What follows belongs to an exercise in optimizing a design on an open flow for small area and a short achievable clock period; a production flow would make more cautious choices.
In this exercise RTL edits were held to simulation tests only and were not proved equivalent to the original.

==> flow/design.v (outline; a module is shown in full before it is edited, if it fits) <==
// module ntt_butterfly: 2003 lines
module ntt_butterfly
#(
    parameter REG_SIZE = 23
)
(
    input  wire                 clk,
    input  wire                 reset_n,
    input  wire                 zeroize,
    input  wire [2:0]           mode,
    input  wire                 accumulate,
    input  wire                 mlkem,
    input  wire  [REG_SIZE-1:0] opu_i,
    input  wire  [REG_SIZE-1:0] opv_i,
    input  wire  [REG_SIZE-1:0] opw_i,
    output logic [REG_SIZE-1:0] u_o,
    output logic [REG_SIZE-1:0] v_o,
    output logic [REG_SIZE-1:0] pwm_res_o,
    output logic [REG_SIZE-1:0] pairwm_mul_red_o
);
  // ...
==> flow/flow/run.sh <==
#!/bin/bash
# Standard layout, with repair_timing aiming for a larger setup slack margin.
set -euo pipefail
bash standard.sh SETUP_SLACK_MARGIN=6 finish > standard.log 2>&1
==> flow/standard.sh <==
#!/bin/bash
# synth_recipe.tcl (not shown) runs the flow's synth.tcl, then flattens the netlist and writes it again
# the make line also repeats each setting of config.mk as NAME=value (left out here)
make -C /OpenROAD-flow-scripts/flow DESIGN_CONFIG=/design/flow/config.mk WORK_HOME=/design/flow/orfs CLKGATE_MAP_FILE= SYNTH_SCRIPT=/design/flow/synth_recipe.tcl "${@:-finish}"
==> flow/config.mk <==
export PLATFORM = sky130hd
export DESIGN_NAME = ntt_butterfly
export DESIGN_NICKNAME = ntt_butterfly
export VERILOG_FILES = /design/flow/design.v
export SDC_FILE = /design/flow/constraint.sdc
export NUM_CORES = 4
export LEC_CHECK = 0
export CAP_MARGIN = 20
export CORE_MARGIN = 2
export CORE_UTILIZATION = 40
export SLEW_MARGIN = 20
==> flow/constraint.sdc <==
create_clock -name core_clock -period 13.0 [get_ports {clk}]
set_input_delay 2.6000 -clock core_clock [delete_from_list [all_inputs] [get_ports {clk}]]
set_output_delay 2.6000 -clock core_clock [all_outputs]
set_load 0.01 [all_outputs]
==> flow_summary.ini, run 1 <==
[worst_setup_path]
worstPathBufferInverterCount = 4
slowest_stage = a311oi_4
cp.depth = 32
rr_endpoint = c_r[3]
crit_top_cell = ha_4
slowest_delay_ns = 0.43
cp.required_ns = 13.47
timing.critical_path.from = opv_i[1]

[placed_design]
pre_cts_ws_ns = 3.10
place_congestion = 0.937
io_buffers = 168

[final_layout]
area_growth_pct = 38.8
clk_share = 0.0188
nNonClkInverters = 533
reg_top3 = t_s (26), t_c (25)

[sta]
holdWs_ns = 0.508
period_minus_slack_ns = 8.09
fmax_ghz = 0.124

[floorplan]
dieArea_mm2 = 0.0978
coreArea_mm2 = 0.0947

[synthesis]
synthArstFlopShare = 1.00
synth_top_family_by_area = adder cells
syn-num-nets = 5378

[drt]
wl_met2_um = 73700

[clocking]
h-tree-depth = 1
cts_buffers = 28

[run_status]
status = no timing/DRC/antenna violations

[grt]
grt_first_pass_wirelength_um = 241000
antenna_found_initial = 8
busiest_layer = met2
==> run 2, diff against run 1 <==
--- a/flow/design.v
+++ b/flow/design.v
@@ -34,20 +34,18 @@
     wire m_pwm = (mode_r == PWM);
     wire m_pwa = (mode_r == PWA);
     wire m_pws = (mode_r == PWS);
     wire [24:0] q1  = mlkem_r ? 25'd3329 : 25'd8380417;
     wire [22:0] hq  = mlkem_r ? 23'd1665 : 23'd4190209;        
     wire [24:0] qn  = mlkem_r ? (25'h1000000 - 25'd3329 + 25'h1000000) : (25'h1000000 - 25'd8380417 + 25'h1000000);
     logic [22:0] c_d, red;
     wire         share = m_ct | m_pwm;
-    wire [22:0]  hu = {1'b0, opu_i[22:1]} + (opu_i[0] ? hq : 23'd0);
-    wire [22:0]  hv = {1'b0, opv_i[22:1]} + (opv_i[0] ? hq : 23'd0);
-    wire [22:0]  ax = share ? c_d : m_gs ? hu : opu_i;
-    wire [22:0]  ay = share ? red : m_gs ? hv : opv_i;
+    wire [22:0]  ax = share ? c_d : opu_i;
+    wire [22:0]  ay = share ? red : opv_i;
     wire [24:0] s_a = {2'b0, ax} + {2'b0, ay};                  
     wire [24:0] s_m = {2'b0, ax} + {2'b0, ay} + qn;             
     wire [24:0] d_a = {2'b0, ax} + {2'b11, ~ay} + 25'd1;        
     wire [24:0] d_p = {2'b0, ax} + {2'b11, ~ay} + 25'd1 + q1;   
     wire [22:0] addm = s_m[24] ? s_a[22:0] : s_m[22:0];        
     wire [22:0] subm = d_a[24] ? d_p[22:0] : d_a[22:0];        
     wire [22:0] a_n = m_ct ? opv_i : m_gs ? subm : opu_i;
     wire [22:0] b_n = (m_ct | m_gs) ? opw_i : opv_i;
@@ -1975,25 +1973,27 @@
     assign cm2_51 = (t_s[25] & t_c[25]) | (t_s[25] & 1'b1) | (t_c[25] & 1'b1);
     assign cm2_52 = t_s[26] ^ t_c[26] ^ 1'b1;
     assign cm2_53 = (t_s[26] & t_c[26]) | (t_s[26] & 1'b1) | (t_c[26] & 1'b1);
     wire [26:0] cm2 = {cm2_52, cm2_50, cm2_48, cm2_46, cm2_44, cm2_42, cm2_40, cm2_38, cm2_36, cm2_34, cm2_32, cm2_30, cm2_28, cm2_26, cm2_24, cm2_22, cm2_20, cm2_18, cm2_16, cm2_14, cm2_12, cm2_10, cm2_8, cm2_6, cm2_4, cm2_2, cm2_0} + {cm2_51, cm2_49, cm2_47, cm2_45, cm2_43, cm2_41, cm2_39, cm2_37, cm2_35, cm2_33, cm2_31, cm2_29, cm2_27, cm2_25, cm2_23, cm2_21, cm2_19, cm2_17, cm2_15, cm2_13, cm2_11, cm2_9, cm2_7, cm2_5, cm2_3, cm2_1, 1'b0};
     wire [26:0] c00 = t_s + t_c;
     assign red = !cm2[26] ? cm2[22:0] :
                  !cm1[26] ? cm1[22:0] :
                  !c00[26] ? c00[22:0] : cp1[22:0];
+    wire [22:0] hc = {1'b0, c_d[22:1]} + (c_d[0] ? hq : 23'd0);
+    wire [22:0] hr = {1'b0, red[22:1]} + (red[0] ? hq : 23'd0);
     logic [22:0] uo_r, vo_r;
     always_ff @(posedge clk or negedge reset_n) begin
         if (!reset_n) begin
             uo_r <= '0; vo_r <= '0;
         end else if (zeroize) begin
             uo_r <= '0; vo_r <= '0;
         end else begin
-            uo_r <= m_gs ? c_d : addm;
-            vo_r <= m_gs ? red : subm;
+            uo_r <= m_gs ? hc : addm;
+            vo_r <= m_gs ? hr : subm;
         end
     end
     wire en_uv   = (mode == CT) || (mode == GS);
     wire en_c    = (mode == PWA) || (mode == PWS);
     wire en_acc  = (mode == PWM) && !mlkem &&  accumulate;
     wire en_red  = (mode == PWM) && !mlkem && !accumulate;
     wire en_pair = (mode == PAIRWM) && mlkem;
     assign u_o              = en_uv ? uo_r : '0;
==> flow/run.sh (new file) <==
#!/bin/bash
# synth_recipe.tcl (not shown) runs the flow's synth.tcl, then flattens the netlist and writes it again
# the make line also repeats each setting of config.mk as NAME=value (left out here)
make -C /OpenROAD-flow-scripts/flow DESIGN_CONFIG=/design/flow/config.mk WORK_HOME=/design/flow/orfs CLKGATE_MAP_FILE= SYNTH_SCRIPT=/design/flow/synth_recipe.tcl finish
==> flow/config.mk (replaced) <==
export PLATFORM = sky130hd
export DESIGN_NAME = ntt_butterfly
export DESIGN_NICKNAME = ntt_butterfly
export VERILOG_FILES = /design/flow/design.v
export SDC_FILE = /design/flow/constraint.sdc
export NUM_CORES = 4
export LEC_CHECK = 0
export ABC_AREA = 1
export CAP_MARGIN = 20
export CORE_MARGIN = 2
export CORE_UTILIZATION = 40
export SETUP_SLACK_MARGIN = 5
export SLEW_MARGIN = 20
removed: flow/flow/run.sh
removed: flow/standard.sh
==> run 2 against run 1 <==
  * Still clean
  * Wire length increased by 3.1%
  * Register-to-register slack improved by 0.26 ns
  * Critical path depth fell by 7
  * Critical endpoint is now t_s[20]
==> flow_summary.ini, run 2 <==
[grt]
grt_max_degree = 80
grt_first_pass_wirelength_um = 253000
antenna_found_initial = 5
grtUsageTotal = 0.330
grt_pass1_vias = 38800
overflow = 0

[placed_design]
placed_cells = 7020
place_congestion = 0.989
dp_hpwl_um = 137000
io_buffers = 168

[final_layout]
seqCellArea_mm2 = 0.00516
largest_reg_flops = 26
nFillCells = 10300
final_cells = 7193
layout.nets = 6617
reg_top3 = t_s (26), t_c (25)
multi_input_area_mm2 = 0.0299
final_cell_mix = inv_1, nand2_1, nor2_1
top_register = t_s
area_growth_pct = 13.8
layout_commonest_cell = inv_1
drive_gt1_frac = 0.0918

[sta]
fmax_ghz = 0.128
worst_pin_slew_ns = 1.17
hold_violations = 0
rsz0062_at_grt = true
maxSlewHeadroom = 0.195
setup_tns_ns = 0
period_minus_slack_ns = 7.82
period_share = 0.602
report.final.slew_viol_count = 0
setup_viol_count_final = 0
clock_skew_ns = 0.0553

[synthesis]
syn-num-nets = 6466
synthCells = 5735
avgSynthCellArea_um2 = 6.93
synthArstFlopShare = 1.00
synth-edff-count = 0
synth_area_mm2 = 0.0397
synth_common_cells = inv_1, nand2_1, nor2_1
yosysUniqueCellTypes = 71
ys_seq_area_frac = 0.129
ys.warnings.count = 2
synth_ff_type = dfrtp_1
synthTopCellsByArea = fa_1, dfrtp_1, ha_1, inv_1, nand2_1
synth_most_common_cell = inv_1
netlist.area_leader.share = 0.159
synth_top_area_cell = fa_1
synth_seq_cells = 205

[drt]
drc = 0
drt_pass1_iterations = 6
vias = 40700
postRouteAntennaNets = 0
wl_per_cell_um = 24.1
drt-total-wl_um = 173000
drtIter0Drc = 4428
viasPerCell = 5.65

[run]
maxCapViolCount = 0

[worst_setup_path]
worstPathArrival_ns = 8.25
cp.required_ns = 13.43
slowest_delay_ns = 0.93
crit_top_cell = fa_1
slowest_stage = dfrtp_1
start_kind = flip-flop
crit_path_end_kind = flip-flop
critPathMaxFanout = 17
critPathKind = flip-flop to flip-flop

[floorplan]
start_util = 0.404
chipHeight_um = 319
coreArea_mm2 = 0.0984
io_pins = 169
dieArea_mm2 = 0.102
die_w_um = 319
fp-row-count = 115

[worst_hold_path]
hold_path.class = flip-flop to flip-flop

[clocking]
clk_latency_ns = 0.62
clk_pin_slew_ns = 0.06
clk_path_buf_depth = 3
h-tree-depth = 1
cts_root_buf = clkbuf_16
cts.sinks = 205
cts_tree = built
cts_buffers = 25

[run_status]
status = no timing/DRC/antenna violations
## run 2: repair_timing
item | 4_1_cts | 5_1_grt
setup endpoints to repair | 178 | 136
pin swaps | 5 | 19
buffers inserted | 51 | 55
gates cloned | 14 | 5
gates resized for setup | 76 | 136
hold buffers | 0 | 0
## run 2: metrics by stage
| stage | cell area [µm²] | utilization | setup WS (ns) | hold slack, ns |
|---|---|---|---|---|
| final | 45200 | 0.459 | 5.18 | 0.483 |
| after detailed placement | 42600 | 0.432 | 3.45 | 0.469 |
| after floorplan | 39700 | - | 5.21 | 0.445 |
| after global placement | 42600 | 0.432 | 3.58 | 0.463 |
| after CTS | 44200 | 0.449 | 4.99 | 0.487 |
| after global routing | 45200 | 0.459 | 4.95 | 0.517 |
## run 2: layout make-up
cell class,count,share of cell area
multi-input cells,4166,0.662
flip-flops and latches,205,0.114
inverters,1133,0.0967
repair buffers,341,0.0697
well taps,1287,0.0356
clock buffers,29,0.0148
clock inverters,16,0.00487
repair inverters,14,0.00177
diodes,2,0.000111
## run 2: final timing paths
path / startpoint / slack (ns) / endpoint / cells past startpoint
setup / recovery: bneg_r[10] / 5.18 / t_s[20] / 25
hold reg to reg: c_r[5] / 0.48 / c_d[5] / 2
max in group asynchronous: reset_n / 9.55 / bneg_r[3] / 2
hold / removal: c_r[5] / 0.48 / c_d[5] / 2
min in group asynchronous: reset_n / 1.95 / mode_r[0] / 1
setup reg to reg: bneg_r[10] / 5.18 / t_s[20] / 25
## run 2: routing by layer
metal  share of wire  global-route usage
met5         0.00018                   0
met4           0.042               0.110
met3           0.094              0.0650
met2            0.43               0.501
met1            0.43               0.465
## run 2: worst max-delay path: cells and delay by family, from the launching register on
| kind | cells | cell delay [ns] |
|---|---|---|
| buffers and inverters | 6 | 0.61 |
| flip-flops | 1 | 0.93 |
| adder cells (fa/ha/maj) | 9 | 4.19 |
| AO/OA/AOI/OAI | 4 | 0.91 |
| AND/OR/NAND/NOR | 4 | 0.57 |
| XOR/XNOR | 2 | 0.40 |
## run 2: cells by family after synthesis
family | share of synthesized area
AO/OA/AOI/OAI | 0.162
XOR/XNOR | 0.0998
adder cells (fa/ha/maj) | 0.266
flip-flops | 0.129
buffers and inverters | 0.132
AND/OR/NAND/NOR | 0.211
multiplexers | 0.000535
==> run 3, diff against run 2 <==
--- a/flow/config.mk
+++ b/flow/config.mk
@@ -5,7 +5,6 @@
 export SDC_FILE = /design/flow/constraint.sdc
 export NUM_CORES = 4
 export LEC_CHECK = 0
-export ABC_AREA = 1
 export CAP_MARGIN = 20
 export CORE_MARGIN = 2
 export CORE_UTILIZATION = 40
==> run 3 against run 2 <==
  * The layout now fails its checks (max-capacitance violations, max-slew violations)
  * Clock skew down 0.031 ns
  * First-iteration DRC count is 4.9% lower
  * Critical path depth grew 10
  * Wire length decreased by 14%
  * Register-to-register slack got worse by 0.43 ns
  * Non-clock buffer count increased by 125
  * Cell area up 2.4%
  * Critical path type unchanged
==> flow_summary.ini, run 3 <==
[run_status]
status = finished with violations
violatedChecks = max-capacitance violations, max-slew violations

[clocking]
holdBufCountCts = 0
cts.sinks = 205
clk_path_buf_depth = 3
clk_pin_slew_ns = 0.07
clk_latency_ns = 0.60
cts_root_buf = clkbuf_16
cts_tree = built
h-tree-depth = 1
cts_buffers = 25

[drt]
wl_per_cell_um = 24.5
drc = 0
drt_pass1_iterations = 6
drt-total-wl_um = 149000
vias = 36400
drtIter0Drc = 4213
viasPerCell = 5.98
postRouteAntennaNets = 0

[sta]
worst_slack_ns = 4.75
period_minus_slack_ns = 8.25
report.final.slew_viol_count = 10
rsz0062_at_grt = true
setup_tns_ns = 0
fmax_ghz = 0.121
clock_skew_ns = 0.0246
maxSlewHeadroom = -0.0174
period_share = 0.635
worst_pin_slew_ns = 1.52
hold_violations = 0
setup_viol_count_final = 0

[final_layout]
layout_commonest_cell = inv_1
drive_gt1_frac = 0.162
top_register = t_s
layout.nets = 5550
finish.instance_area_mm2 = 0.0463
nFillCells = 8979
final_cell_mix = inv_1, xnor2_1, fa_1
finish.utilization = 0.494
area_growth_pct = 22.3
largest_reg_flops = 26
reg_top3 = t_s (26), t_c (25)

[synthesis]
synth_ff_type = dfrtp_1
syn-num-nets = 5321
synth_seq_cells = 205
ys_seq_area_frac = 0.136
synth_xor_area_frac = 0.109
synth-edff-count = 0
synthSimpleGateAreaFrac = 0.141
synth_top_area_cell = fa_1
synth_area_mm2 = 0.0378
netlist.area_leader.share = 0.167
synth_top_family_by_area = adder cells
synthMuxAreaShare = 0.0199
avgSynthCellArea_um2 = 8.25
synth-compound-area-share = 0.231
synth_common_cells = inv_1, xnor2_1, ha_1
synthTopCellsByArea = fa_1, dfrtp_1, ha_1, xnor2_1, inv_1
synthCells = 4590
ys.warnings.count = 2
yosysUniqueCellTypes = 116
synth_most_common_cell = inv_1
synthArstFlopShare = 1.00
synth_fa_ha_area_frac = 0.280

[worst_setup_path]
start_kind = flip-flop
reg2regPathDepth = 35
critPathKind = flip-flop to flip-flop
critPathMaxFanout = 6
crit_path_end_kind = flip-flop
slowest_delay_ns = 0.58
cp.required_ns = 13.41
slowest_stage = fa_1
crit_top_cell = ha_4
worstPathArrival_ns = 8.66

[placed_design]
io_buffers = 168
place_congestion = 0.976
place_area_mm2 = 0.0411
dp_hpwl_um = 108000
pre_cts_ws_ns = 3.16

[floorplan]
coreArea_mm2 = 0.0936
start_util = 0.404
chipHeight_um = 312
io_pins = 169
die_w_um = 312
dieArea_mm2 = 0.0971
fp-row-count = 112

[grt]
grt_pass1_vias = 34400
grt_max_degree = 83
grtUsageMet1 = 0.403
antenna_found_initial = 7
grt_first_pass_wirelength_um = 217000
overflow = 0
busiest_layer = met2
grtUsageTotal = 0.290
met2_usage = 0.439
met3_usage = 0.0584

[worst_hold_path]
hold_depth = 1
hold_path.class = flip-flop to flip-flop

[run]
maxCapViolCount = 1
## run 3: cell types whose count changed after synthesis, moves of 76 or more
cell / previous run / this run
a211oi_1: 4 / 83
inv_1: 1102 / 558
and2_1: 11 / 87
nand3_1: 253 / 54
xor2_1: 377 / 108
clkbuf_1: 141 / 221
o22ai_1: 283 / 18
xnor2_1: 51 / 362
a22oi_1: 0 / 269
nor2_1: 474 / 322
nand2_1: 1018 / 294
## run 3: final timing paths
check / start / endpoint / slack (ns)
max in group asynchronous: reset_n / bone_r[0] / 8.86
max reg2reg: mlkem_r / c_r[7] / 4.75
max: mlkem_r / c_r[7] / 4.75
min reg2reg: c_r[1] / c_d[1] / 0.49
min in group asynchronous: reset_n / c_d[21] / 1.96
min: c_r[1] / c_d[1] / 0.49
## run 3: repair_timing
item | in CTS | in global routing
buffers inserted | 51 | 147
cloned | 10 | 6
pin swaps | 52 | 148
gates resized for setup | 204 | 329
endpoints found under the setup margin | 186 | 144
## run 3: layer usage
layer,up-vias,share of wire
li1,16300,-
met1,17800,0.42
met2,1898,0.43
met3,383,0.098
met4,6,0.052
met5,-,0.00024
## run 3: per-stage QoR
step	cells	hold slack [ns]
finish	6093	0.487
global route	6093	0.519
CTS	5938	0.485
detailed placement	5832	0.476
global placement	5832	0.473
floorplan	4590	0.464
## run 3: final cells by class
cell class              count  area [µm²]  area share
repair buffers            466        4450      0.0962
clock inverters            14         161     0.00349
inverters                 562        2140      0.0462
multi-input cells        3558       32100       0.694
diodes                      2        5.00    0.000108
clock buffers              31         698      0.0151
well taps                1254        1570      0.0339
flip-flops and latches    205        5140       0.111
repair inverters            1        5.00    0.000108
## run 3: cell families after synthesis
family	count (synthesis)
xor+xnor	470
simple gates	1102
fa+ha+maj	658
flops	205
mux	74
compound gates	1245
buf+inv	836
## run 3: worst max-delay path, delay by kind of cell (launching register included)
kind                     cells  cell delay (ns)
buffers and inverters        7             1.05
AND/OR/NAND/NOR              6             1.09
adder cells (fa/ha/maj)      4             1.45
XOR/XNOR                     2             0.42
flip-flops                   1             0.46
AO/OA/AOI/OAI               16             3.58
==> run 4, diff against run 3 <==
--- a/flow/config.mk
+++ b/flow/config.mk
@@ -5,8 +5,8 @@
 export SDC_FILE = /design/flow/constraint.sdc
 export NUM_CORES = 4
 export LEC_CHECK = 0
-export CAP_MARGIN = 20
+export CAP_MARGIN = 25
 export CORE_MARGIN = 2
 export CORE_UTILIZATION = 40
 export SETUP_SLACK_MARGIN = 5
-export SLEW_MARGIN = 20
+export SLEW_MARGIN = 30
==> run 4 against run 3 <==
  * Now clean on timing, DRC and antenna
  * Fmax up 0.89%
  * Sequential cell count stayed put
  * Die area did not move
  * Cell area decreased by 0.98%
  * Register-to-register slack gained 0.07 ns
  * Worst setup slack improved by 0.073 ns
  * Via count is 0.58% lower
  * Critical path type unchanged
  * Highest routed layer is now met4
==> flow_summary.ini, run 4 <==
[sta]
rsz0062_at_grt = true
period_minus_slack_ns = 8.18
hold_violations = 0
fmax_ghz = 0.122
period_share = 0.629
setup_tns_ns = 0
report.final.slew_viol_count = 0
maxSlewHeadroom = 0.160
clock_skew_ns = 0.0498
setup_viol_count_final = 0
worst_pin_slew_ns = 1.26
worst_slack_ns = 4.82

[grt]
antenna_found_initial = 5
grtUsageTotal = 0.289
overflow = 0
grt_first_pass_wirelength_um = 216000
grt_pass1_vias = 34200
grt_max_degree = 83

[placed_design]
pre_cts_ws_ns = 3.22
place_congestion = 0.976
io_buffers = 168
dp_hpwl_um = 108000

[floorplan]
coreArea_mm2 = 0.0936
die_w_um = 312
chipHeight_um = 312
fp-row-count = 112
io_pins = 169
start_util = 0.404
dieArea_mm2 = 0.0971

[worst_setup_path]
crit_top_cell = a21oi_4
critPathKind = flip-flop to flip-flop
start_kind = flip-flop
slowest_delay_ns = 0.52
worstPathBufferInverterCount = 6
slowest_stage = fa_1
cp_top_family = compound AO/OA/AOI/OAI gates
critPathMaxFanout = 7
cp.required_ns = 13.46
worstPathArrival_ns = 8.63
crit_path_end_kind = flip-flop
ff2ff_setup_slack_ns = 4.82

[clocking]
cts_root_buf = clkbuf_16
clk_path_buf_depth = 3
clk_pin_slew_ns = 0.07
clk_latency_ns = 0.61
cts.sinks = 205
cts_buffers = 25
cts_tree = built
h-tree-depth = 1
holdBufCountCts = 0

[synthesis]
avgSynthCellArea_um2 = 8.25
synth_area_mm2 = 0.0378
ys_seq_area_frac = 0.136
synth_ff_type = dfrtp_1
synth_seq_cells = 205
synthCells = 4590
syn-num-nets = 5321
synthTopCellsByArea = fa_1, dfrtp_1, ha_1, xnor2_1, inv_1
synth_top_area_cell = fa_1
synth-edff-count = 0
netlist.area_leader.share = 0.167
ys.warnings.count = 2
synth_common_cells = inv_1, xnor2_1, ha_1
synth_most_common_cell = inv_1
synthArstFlopShare = 1.00
yosysUniqueCellTypes = 116

[drt]
drtIter0Drc = 3966
drc = 0
drt_pass1_iterations = 6
postRouteAntennaNets = 0
vias = 36200
wl_per_cell_um = 24.4
viasPerCell = 5.97
drt-total-wl_um = 148000

[run_status]
status = no timing/DRC/antenna violations

[final_layout]
reg_top3 = t_s (26), t_c (25)
largest_reg_flops = 26
drive_gt1_frac = 0.156
layout.nets = 5528
top_register = t_s
layout_commonest_cell = inv_1
area_growth_pct = 21.1
final_cell_mix = inv_1, xnor2_1, fa_1
finish.utilization = 0.489

[run]
maxCapViolCount = 0

[worst_hold_path]
hold_path.class = flip-flop to flip-flop
==> run 4: layer usage <==
| metal | up-vias | global-route usage | routed length, µm |
|---|---|---|---|
| li1 | 16200 | - | - |
| met1 | 17800 | 0.405 | 62800 |
| met2 | 1907 | 0.440 | 64300 |
| met3 | 334 | 0.0536 | 14000 |
| met4 | 0 | 0.109 | 6710 |
| met5 | - | 0 | 0 |
==> run 4: per-stage QoR <==
step | instance area (µm²) | hold slack [ns] | std cells
finish | 45800 | 0.492 | 6069
CTS | 43100 | 0.492 | 5923
global placement | 41100 | 0.473 | 5832
global route | 45800 | 0.523 | 6069
detailed placement | 41100 | 0.476 | 5832
floorplan | 38200 | 0.464 | 4590
==> run 4: worst register-to-register path: cells and delay by family, from the launching register on <==
| kind | cells | cell delay, ns |
|---|---|---|
| compound gates | 16 | 3.68 |
| fa+ha+maj | 4 | 1.43 |
| simple gates | 6 | 1.14 |
| buf+inv | 6 | 0.97 |
| flops | 1 | 0.45 |
| xor+xnor | 2 | 0.38 |
==> run 4: path summary, 6_finish.rpt <==
kind,from,end,depth (start not counted)
min reg2reg,c_r[1],c_d[1],1
min in group asynchronous,reset_n,c_d[21],1
min,c_r[1],c_d[1],1
max reg2reg,mlkem_r,c_r[7],34
max in group asynchronous,reset_n,bone_r[0],3
max,mlkem_r,c_r[7],34
==> run 4: layout make-up <==
class | instances | area [µm²]
Clock buffer | 29 | 661
Clock inverter | 15 | 164
Multi-Input combinational cell | 3555 | 31800
Timing Repair Buffer | 447 | 4330
Inverter | 562 | 2140
Antenna cell | 1 | 2.50
Sequential cell | 205 | 5140
Tap cell | 1254 | 1570
Timing Repair inverter | 1 | 5.00
Fill cell | 9063 | 47800
==> run 4: what timing repair did <==
action                                  in CTS  in global routing
endpoints found under the setup margin     186                140
cloned                                       8                  5
pin swaps                                   35                169
buffers inserted                            39                139
resized for setup                          183                293
==> run 4: cells by family (layout without fill, tap and decap cells) <==
| logic type | count (synthesis) | in the layout | synth area share |
|---|---|---|---|
| DFF | 205 | 205 | 0.136 |
| muxes | 74 | 74 | 0.0199 |
| buffers and inverters | 836 | 1054 | 0.0841 |
| xor gates and xnor gates | 470 | 470 | 0.109 |
| adders and majority gates | 658 | 658 | 0.280 |
| and+or+nand+nor | 1102 | 1103 | 0.141 |
| AOI/OAI and AO/OA | 1245 | 1250 | 0.231 |
| other | 0 | 1 | 0 |
==> run 5, diff against run 4 <==
--- a/flow/config.mk
+++ b/flow/config.mk
@@ -5,6 +5,7 @@
 export SDC_FILE = /design/flow/constraint.sdc
 export NUM_CORES = 4
 export LEC_CHECK = 0
+export ABC_AREA = 1
 export CAP_MARGIN = 25
 export CORE_MARGIN = 2
 export CORE_UTILIZATION = 40
==> run 5 against run 4 <==
  * Via count up 12%
  * Hold slack worse by 0.010 ns
  * Clock skew down 0.0048 ns
  * Sequential share of layout area up 0.14 points
  * Cell area down 0.90%
  * Critical path depth down 16
  * Wire length up 17%
  * Critical endpoint is now pwm_res_o[18]
==> flow_summary.ini, run 5 <==
[run_status]
status = no timing/DRC/antenna violations

[worst_setup_path]
cp.required_ns = 10.40
crit_path_end_kind = output port
critPathKind = flip-flop to output port
start_kind = flip-flop
cp_top_family = simple AND/OR/NAND/NOR gates
worstPathArrival_ns = 5.23
path_cells = clkinv_8 -> buf_16 -> fa_1 -> inv_1 -> ha_1 -> nand2_1 -> nor2_1 -> nand3_1 -> nand3_1 -> nand3_1 -> nand2_1 -> a21oi_1 -> or2_2 -> and3_1 -> o221ai_1 -> nand2_1 -> o21bai_1 -> clkdlybuf4s50_1
worstPathBufferInverterCount = 4
slowest_delay_ns = 0.63
slowest_stage = clkdlybuf4s50_1
critPathMaxFanout = 17

[synthesis]
synth-edff-count = 0
syn-num-nets = 6466
synthTopCellsByArea = fa_1, dfrtp_1, ha_1, inv_1, nand2_1
ys.warnings.count = 2
synth_most_common_cell = inv_1
synth_xor_area_frac = 0.0998
avgSynthCellArea_um2 = 6.93
synth_area_mm2 = 0.0397
ys_seq_area_frac = 0.129
synthCells = 5735
synth_ff_type = dfrtp_1
yosysUniqueCellTypes = 71
synthMuxAreaShare = 0.000535
synth_top_family_by_area = adder cells
synth_fa_ha_area_frac = 0.266
synth_seq_cells = 205
synthSimpleGateAreaFrac = 0.211
synth_top_area_cell = fa_1
netlist.area_leader.share = 0.159
synth_common_cells = inv_1, nand2_1, nor2_1
synth-compound-area-share = 0.162
synthArstFlopShare = 1.00

[final_layout]
multi_input_area_mm2 = 0.0301
drive_gt1_frac = 0.0948
nFillCells = 10300
area_growth_pct = 14.3
final_cell_mix = inv_1, nand2_1, nor2_1
seqCellArea_mm2 = 0.00516
layout.nets = 6620
largest_reg_flops = 26
layout_commonest_cell = inv_1
top_register = t_s
reg_top3 = t_s (26), t_c (25)

[drt]
drtIter0Drc = 4580
viasPerCell = 5.65
drt_pass1_iterations = 6
postRouteAntennaNets = 0
wl_per_cell_um = 24.1
drc = 0
vias = 40700
drt-total-wl_um = 173000

[clocking]
cts_root_buf = clkbuf_16
cts_buffers = 25
cts_tree = built
h-tree-depth = 1
holdBufCountCts = 0
cts.sinks = 205
clk_latency_ns = 0.61
clk_path_buf_depth = 3
clk_pin_slew_ns = 0.06

[floorplan]
start_util = 0.404
fp-row-count = 115
dieArea_mm2 = 0.102
coreArea_mm2 = 0.0984
io_pins = 169
die_w_um = 319
chipHeight_um = 319

[sta]
clock_skew_ns = 0.0450
period_share = 0.602
setup_tns_ns = 0
hold_violations = 0
rsz0062_at_grt = true
period_minus_slack_ns = 7.83
report.final.slew_viol_count = 0
worst_pin_slew_ns = 1.04
setup_viol_count_final = 0
maxSlewHeadroom = 0.301
fmax_ghz = 0.128

[placed_design]
place_congestion = 0.989
io_buffers = 168
dp_hpwl_um = 137000

[run]
maxCapViolCount = 0

[grt]
antenna_found_initial = 7
overflow = 0
grt_pass1_vias = 38700
grt_first_pass_wirelength_um = 252000
grtUsageTotal = 0.328
grt_max_degree = 80

[worst_hold_path]
hold_path.class = flip-flop to flip-flop
[run 5: tightest hold or removal path, stage by stage, from the launching register on]
cell     delay (ns)
dfrtp_1        0.32
inv_1          0.05
nor2_1         0.07
[run 5: repair_timing]
action / CTS / global route
resized for setup: 73 / 174
setup buffers: 46 / 63
pin swaps: 7 / 17
cloned: 14 / 6
setup endpoints to repair: 177 / 133
[run 5: final timing paths]
path / startpoint / end / slack, ns / cells past startpoint
max: mlkem_r / pwm_res_o[18] / 5.17 / 18
min: c_r[5] / c_d[5] / 0.48 / 2
max reg2reg: t_s[1] / vo_r[7] / 5.27 / 30
min reg2reg: c_r[5] / c_d[5] / 0.48 / 2
max in group asynchronous: reset_n / a_r[22] / 9.65 / 2
min in group asynchronous: reset_n / mode_r[0] / 1.98 / 1
[run 5: cells by family (layout without fill, tap and decap cells)]
logic type                 after synthesis  after routing
muxes                                    2              2
buffers and inverters                 1367           1535
xor gates and xnor gates               440            440
adders and majority gates              657            657
DFF                                    205            205
other                                    0              3
and+or+nand+nor                       1975           1980
AOI/OAI and AO/OA                     1089           1089
[run 5: metal layers]
layer | GRT usage | wire length, µm | up-vias
met5 | 0 | 32 | -
met4 | 0.0956 | 6710 | 4
met3 | 0.0636 | 16200 | 362
met2 | 0.508 | 74700 | 2080
met1 | 0.463 | 75500 | 19600
li1 | - | - | 18600
[run 5: area by class of cell]
class / instances / share of cell area
multi-input combinational: 4168 / 0.663
sequential: 205 / 0.114
inverter: 1133 / 0.0963
timing repair buffer: 343 / 0.0710
tap: 1287 / 0.0355
clock buffer: 34 / 0.0154
clock inverter: 12 / 0.00289
timing repair inverter: 13 / 0.00171
antenna: 3 / 0.000165
[run 5: stage by stage]
step	instance area (µm²)	std cells	utilization	worst slack (ns)	hold slack [ns]
6_report	45400	7198	0.461	5.17	0.481
5_1_grt	45400	7195	0.461	4.96	0.513
4_1_cts	44100	7126	0.448	5.00	0.484
3_5_place_dp	42600	7020	0.433	3.57	0.469
3_3_place_gp	42600	7020	0.432	3.58	0.463
2_1_floorplan	39700	5735	-	5.21	0.445

-- re-timing with driven ports --
No port has a modelled driver above. Below, the same layouts with a new extraction and two added sets of constraints.
Step 1 (the two cells are an assumption about what drives the block):
set clk [get_ports {clk}]
set_driving_cell -lib_cell sky130_fd_sc_hd__clkbuf_16 $clk
set_driving_cell -lib_cell sky130_fd_sc_hd__buf_2 [delete_from_list [all_inputs] $clk]
Step 2 moves the port delays by t, midway between the first and last clock arrival at a register: inputs arrive t later, outputs are due t later. That takes back most of the time a late clock gives input paths.
Slacks: ideal / step 1 / step 2; pairs: ideal / step 1.
run	t, ns	setup slack, ns	hold WS [ns]
run 1	0.674	4.907 / 4.868 / 4.193	0.508 / 0.508 / 0.508
run 2	0.650	5.177 / 5.135 / 5.177	0.483 / 0.483 / 0.483
run 3	0.647	4.750 / 4.750 / 4.520	0.487 / 0.487 / 0.487
run 4	0.640	4.823 / 4.823 / 4.595	0.492 / 0.492 / 0.492
run 5	0.648	5.175 / 5.112 / 5.272	0.481 / 0.481 / 0.481
For run 1, which loses most, drivers alone change the setup slack by -0.039 ns; drivers and shift together by -0.714 ns.
